Background: an optimization exercise with open tools, aiming at small area. Do not read the settings as production practice.
Only simulation tests tie the RTL to the original design; equivalence was not proved.
Power and IR drop assume default switching activity.

## arp_packet_generator
module arp_packet_generator
(
	input wire clk,
	input wire rst_n,
	input wire [47:0] src_mac_add,
	input wire [47:0] des_mac_add,
	input wire [31:0] src_ip_add,
	input wire [31:0] des_ip_add,
	input wire [15:0] operator,
	input wire req,
	output logic gmii_tx_en,
	output logic [7:0] gmii_txd
);
	logic [6:0] st;
	logic [7:0] ring_a [16];
	logic [7:0] ring_b [6];
	logic [31:0] crc;
	logic [31:0] crc_next;
	logic accept;
	logic sel_a, sel_b1, sel_b2, sel_fcs;
	logic [7:0] field_byte;
	logic [7:0] const_byte;
	logic crc_feed;
	logic [7:0] idx;
	assign accept = req && (st == 7'd0 || st == 7'd73);
	always_ff @(posedge clk or negedge rst_n) begin
		if (!rst_n)
			st <= 7'd0;
		else if (st == 7'd0 || st == 7'd73)
			st <= {6'd0, req};
		else
			st <= st + 7'd1;
	end
	always_ff @(posedge clk) begin
		if (accept) begin
			ring_a[9]  <= ~des_mac_add[47:40];
			ring_a[10] <= ~des_mac_add[39:32];
			ring_a[11] <= ~des_mac_add[31:24];
			ring_a[12] <= ~des_mac_add[23:16];
			ring_a[13] <= ~des_mac_add[15:8];
			ring_a[14] <= ~des_mac_add[7:0];
			ring_a[15] <= ~src_mac_add[47:40];
			ring_a[0]  <= ~src_mac_add[39:32];
  ...
clock: 5.0 ns
lec_check: 0
cap_margin: 20
core_margin: 2
core_utilization: 40
setup_slack_margin: -0.45
slew_margin: 20
standard.sh (not shown) runs the stock make flow with config.mk's settings and CLKGATE_MAP_FILE= SYNTH_SCRIPT=/design/flow/synth_recipe.tcl, a recipe that flattens the netlist after the stock synthesis.
==> flow/flow/run.sh <==
#!/bin/bash
# Layout with the standard ORFS flow (standard.sh), with these changes:
#  - synthesis maps the logic with ABC's area mapper (flow/synth_area.tcl)
#    and leaves adders to ABC instead of mapping them to half-adder cells;
#  - the input and output ports get the smallest buffer (buf_1);
#  - clock tree synthesis inserts no dummy loads and uses clkbuf_4 buffers with clusters of at most 11 sinks within 60 um.
set -e
export FLOW_WORK=$PWD
sed "s#SYNTH_SCRIPT=[^ ]*#SYNTH_SCRIPT=$PWD/flow/synth_area.tcl#" standard.sh > standard_area.sh
grep -q "SYNTH_SCRIPT=$PWD/flow/synth_area.tcl" standard_area.sh
export ADDER_MAP_FILE=
export BUFFER_PORTS_ARGS="-buffer_cell sky130_fd_sc_hd__buf_1"
export CTS_ARGS="-sink_clustering_enable -repair_clock_nets -dont_use_dummy_load -buf_list {sky130_fd_sc_hd__clkbuf_4} -sink_clustering_size 11 -sink_clustering_max_diameter 60"
bash standard_area.sh > standard.log 2>&1
==> flow/flow/area.abc <==
strash
dch -f
amap
==> flow/flow/synth_area.tcl <==
# The standard synthesis (synth_recipe.tcl, which this sources unchanged),
# except that the technology mapping of the combinational logic uses ABC's
# area-oriented mapper (area.abc) instead of ORFS's delay-oriented script.
set area_abc_script [file join [file dirname [file normalize [info script]]] area.abc]
proc abc {args} {
  set i [lsearch -exact $args -script]
  if { $i >= 0 } {
    lset args [expr { $i + 1 }] $::area_abc_script
  }
  yosys abc {*}$args
}
source $::env(FLOW_WORK)/synth_recipe.tcl
Change:
==> flow/flow/run.sh (replaced) <==
#!/bin/bash
# Layout with the standard ORFS flow, with two changes:
#  - the input and output ports get the smallest buffer (buf_1);
#  - clock tree synthesis inserts no dummy loads.
cp standard.sh standard.sh.txt
export BUFFER_PORTS_ARGS="-buffer_cell sky130_fd_sc_hd__buf_1"
export CTS_ARGS="-sink_clustering_enable -repair_clock_nets -dont_use_dummy_load -buf_list {sky130_fd_sc_hd__clkbuf_8}"
bash standard.sh > standard.log 2>&1
--- a/flow/config.mk
+++ b/flow/config.mk
@@ -11 +10,0 @@
-export SETUP_SLACK_MARGIN = -0.45
removed: flow/flow/area.abc
removed: flow/flow/synth_area.tcl
Clock power goes up by 81%.
Clock-buffer cell count rises by 15.
Sequential share of layout area went down by 8.4 points.
Clock skew rose by 0.016 ns.
Design area rose by 18%.
Routed wire length grows by 2.6%.
Cell count is higher by 3.5%.
Worst setup slack gets better by 0.18 ns.
Hold slack is better by 0.084 ns.
Register-to-register slack improved by 0.70 ns.
Die area went up by 19%.
Change:
==> flow/flow/run.sh (replaced) <==
#!/bin/bash
# Layout with the standard ORFS flow (standard.sh), with these changes:
#  - synthesis maps the logic with ABC's area mapper (flow/synth_area.tcl);
#  - the input and output ports get the smallest buffer (buf_1);
#  - clock tree synthesis inserts no dummy loads and uses clkbuf_4 buffers with clusters of at most 10 sinks.
set -e
export FLOW_WORK=$PWD
sed "s#SYNTH_SCRIPT=[^ ]*#SYNTH_SCRIPT=$PWD/flow/synth_area.tcl#" standard.sh > standard_area.sh
grep -q "SYNTH_SCRIPT=$PWD/flow/synth_area.tcl" standard_area.sh
export BUFFER_PORTS_ARGS="-buffer_cell sky130_fd_sc_hd__buf_1"
export CTS_ARGS="-sink_clustering_enable -repair_clock_nets -dont_use_dummy_load -buf_list {sky130_fd_sc_hd__clkbuf_4} -sink_clustering_size 10 -sink_clustering_max_diameter 300"
bash standard_area.sh > standard.log 2>&1
==> flow/flow/area.abc (new file) <==
strash
dch -f
amap
==> flow/flow/synth_area.tcl (new file) <==
# The standard synthesis (synth_recipe.tcl, which this sources unchanged),
# except that the technology mapping of the combinational logic uses ABC's
# area-oriented mapper (area.abc) instead of ORFS's delay-oriented script.
set area_abc_script [file join [file dirname [file normalize [info script]]] area.abc]
proc abc {args} {
  set i [lsearch -exact $args -script]
  if { $i >= 0 } {
    lset args [expr { $i + 1 }] $::area_abc_script
  }
  yosys abc {*}$args
}
source $::env(FLOW_WORK)/synth_recipe.tcl
Effect:
- routed wire length is higher by about 0.44%
- design area came out lower by about 13%
- via count rises by 13%
- first-iteration DRC count climbs by about 90%
- setup slack gains 0.080 ns
- critical path depth rises by 3
- sequential cell count stays the same
- area after synthesis came out lower by 15%
- synthesized cell count decreases by 1.2%
- count of clock-buffer cells in the layout fell by 13

arp_packet_generator again, from the RTL that the note above started with.
==> flow/design.v (excerpt) <==
module arp_packet_generator
(
	input wire clk,
	input wire rst_n,
	input wire [47:0] src_mac_add,
	input wire [47:0] des_mac_add,
	input wire [31:0] src_ip_add,
	input wire [31:0] des_ip_add,
	input wire [15:0] operator,
	input wire req,
	output logic gmii_tx_en,
	output logic [7:0] gmii_txd
);
export LEC_CHECK = 0
export CAP_MARGIN = 20
export CORE_MARGIN = 2
export CORE_UTILIZATION = 40
export SLEW_MARGIN = 20
create_clock -name core_clock -period 5.0 [get_ports {clk}]
==> flow/flow/run.sh <==
#!/bin/bash
# Layout with the standard ORFS flow, with two changes:
#  - the input and output ports get the smallest buffer (buf_1);
#  - clock tree synthesis inserts no dummy loads.
cp standard.sh standard.sh.txt
export BUFFER_PORTS_ARGS="-buffer_cell sky130_fd_sc_hd__buf_1"
export CTS_ARGS="-sink_clustering_enable -repair_clock_nets -dont_use_dummy_load -buf_list {sky130_fd_sc_hd__clkbuf_8} -sink_clustering_size 16 -sink_clustering_max_diameter 300"
bash standard.sh > standard.log 2>&1
The starting point ran to the end with no violations.
==> next run, changes <==
==> flow/flow/run.sh (replaced) <==
#!/bin/bash
# Layout with the standard ORFS flow (standard.sh), with these changes:
#  - synthesis maps the logic with ABC's area mapper (flow/synth_area.tcl);
#  - the input and output ports get the smallest buffer (buf_1);
#  - clock tree synthesis inserts no dummy loads and uses clkbuf_4 buffers with clusters of at most 11 sinks within 60 um.
set -e
export FLOW_WORK=$PWD
sed "s#SYNTH_SCRIPT=[^ ]*#SYNTH_SCRIPT=$PWD/flow/synth_area.tcl#" standard.sh > standard_area.sh
grep -q "SYNTH_SCRIPT=$PWD/flow/synth_area.tcl" standard_area.sh
export GPL_KEEP_OVERFLOW=0
export BUFFER_PORTS_ARGS="-buffer_cell sky130_fd_sc_hd__buf_1"
export CTS_ARGS="-sink_clustering_enable -repair_clock_nets -dont_use_dummy_load -buf_list {sky130_fd_sc_hd__clkbuf_4} -sink_clustering_size 11 -sink_clustering_max_diameter 60"
bash standard_area.sh > standard.log 2>&1
==> flow/flow/area.abc (new file) <==
strash
dch -f
amap
==> flow/flow/synth_area.tcl (new file) <==
# The standard synthesis (synth_recipe.tcl, which this sources unchanged),
# except that the technology mapping of the combinational logic uses ABC's
# area-oriented mapper (area.abc) instead of ORFS's delay-oriented script.
set area_abc_script [file join [file dirname [file normalize [info script]]] area.abc]
proc abc {args} {
  set i [lsearch -exact $args -script]
  if { $i >= 0 } {
    lset args [expr { $i + 1 }] $::area_abc_script
  }
  yosys abc {*}$args
}
source $::env(FLOW_WORK)/synth_recipe.tcl
Settings changed: SETUP_SLACK_MARGIN set to -0.45.
After rerunning:
- This time the run finished but fails on setup timing
- clock power drops by about a fifth
- count of clock-buffer cells in the layout climbs by 6
- setup slack gets worse by 0.54 ns
- synthesized cell count drops slightly
- global-route usage climbs by 3.0 points
- via count climbs by about a fifth
- synthesized area drops by about a fifth
- core utilization climbs by 2.2 points
- worst hold slack gets worse by 0.096 ns
==> next run, changes <==
==> flow/flow/run.sh (replaced) <==
#!/bin/bash
# Layout with the standard ORFS flow (standard.sh), with these changes:
#  - synthesis maps the logic with ABC's area mapper (flow/synth_area.tcl);
#  - the input and output ports get the smallest buffer (buf_1);
#  - clock tree synthesis inserts no dummy loads and uses clkbuf_4 buffers with clusters of at most 10 sinks.
set -e
export FLOW_WORK=$PWD
sed "s#SYNTH_SCRIPT=[^ ]*#SYNTH_SCRIPT=$PWD/flow/synth_area.tcl#" standard.sh > standard_area.sh
grep -q "SYNTH_SCRIPT=$PWD/flow/synth_area.tcl" standard_area.sh
export BUFFER_PORTS_ARGS="-buffer_cell sky130_fd_sc_hd__buf_1"
export CTS_ARGS="-sink_clustering_enable -repair_clock_nets -dont_use_dummy_load -buf_list {sky130_fd_sc_hd__clkbuf_4} -sink_clustering_size 12 -sink_clustering_max_diameter 60"
bash standard_area.sh > standard.log 2>&1
Result:
- With this change the flow finished with timing, DRC and antenna clean
- total power went down by 0.36%
- global-route usage went down by 0.11 points
- synthesized area is unchanged
- wire length went down by 0.58%
- design area went down by 0.51%
- critical path depth went up by 1
- worst hold slack gains 0.016 ns
- via count went down by 0.43%
- worst setup slack gains 0.37 ns
- register-to-register slack gains 0.37 ns
==> next run, changes <==
==> flow/flow/run.sh (replaced) <==
#!/bin/bash
# Layout with the standard ORFS flow (standard.sh), with these changes:
#  - synthesis maps the logic with ABC's area mapper (flow/synth_area.tcl);
#  - the input and output ports get the smallest buffer (buf_1);
#  - clock tree synthesis inserts no dummy loads and uses clkbuf_8 buffers with clusters of at most 16 sinks.
set -e
export FLOW_WORK=$PWD
sed "s#SYNTH_SCRIPT=[^ ]*#SYNTH_SCRIPT=$PWD/flow/synth_area.tcl#" standard.sh > standard_area.sh
grep -q "SYNTH_SCRIPT=$PWD/flow/synth_area.tcl" standard_area.sh
export BUFFER_PORTS_ARGS="-buffer_cell sky130_fd_sc_hd__buf_1"
export CTS_ARGS="-sink_clustering_enable -repair_clock_nets -dont_use_dummy_load -buf_list {sky130_fd_sc_hd__clkbuf_4} -sink_clustering_size 10 -sink_clustering_max_diameter 300"
bash standard_area.sh > standard.log 2>&1
Settings changed: CORE_UTILIZATION 40 to 65, SETUP_SLACK_MARGIN -0.45 to unset.
- The changed run produced a clean layout
- worst setup slack loses 0.017 ns
- total power increases by 1.1%
- via count grows by 4.7%
- wire length shrinks by 2.7%

==> re-timing with driven ports <==
The flow's constraints put no driver on any port. The routed layouts listed below were extracted and timed again, unchanged, in two steps. Step 1 assumes that a clkbuf_16 drives the clock port and a buf_2 every other input. Step 2 adds t to the input delays and takes it off the output delays; t is the mean of the earliest and latest rising clock arrival at the registers after step 1. Input paths then give back, and output paths get back, about the clock's delay inside the block. Three values: ideal, step 1, step 2; two values: the first two.
run	t, ns	setup slack, ns	slew at the worst register clock pin (ns)	worst data-port slew with drivers (ns)	cell pins on the clock port's net
the first run of note 1	0.639	0.265 / 0.265 / 0.265	0.12 / 0.12	0.06	1
the second run of note 1	0.535	0.448 / 0.411 / 0.946	0.06 / 0.06	0.07	1
the third run of note 1	0.630	0.528 / 0.491 / 0.555	0.11 / 0.11	0.06	1
the first run of note 2	0.527	0.491 / 0.456 / 0.965	0.10 / 0.10	0.06	1
the second run of note 2	0.641	-0.054 / -0.054 / -0.054	0.12 / 0.12	0.06	1
the third run of note 2	0.621	0.313 / 0.313 / 0.313	0.12 / 0.12	0.06	1
the fourth run of note 2	0.614	0.296 / 0.296 / 0.296	0.12 / 0.12	0.06	1
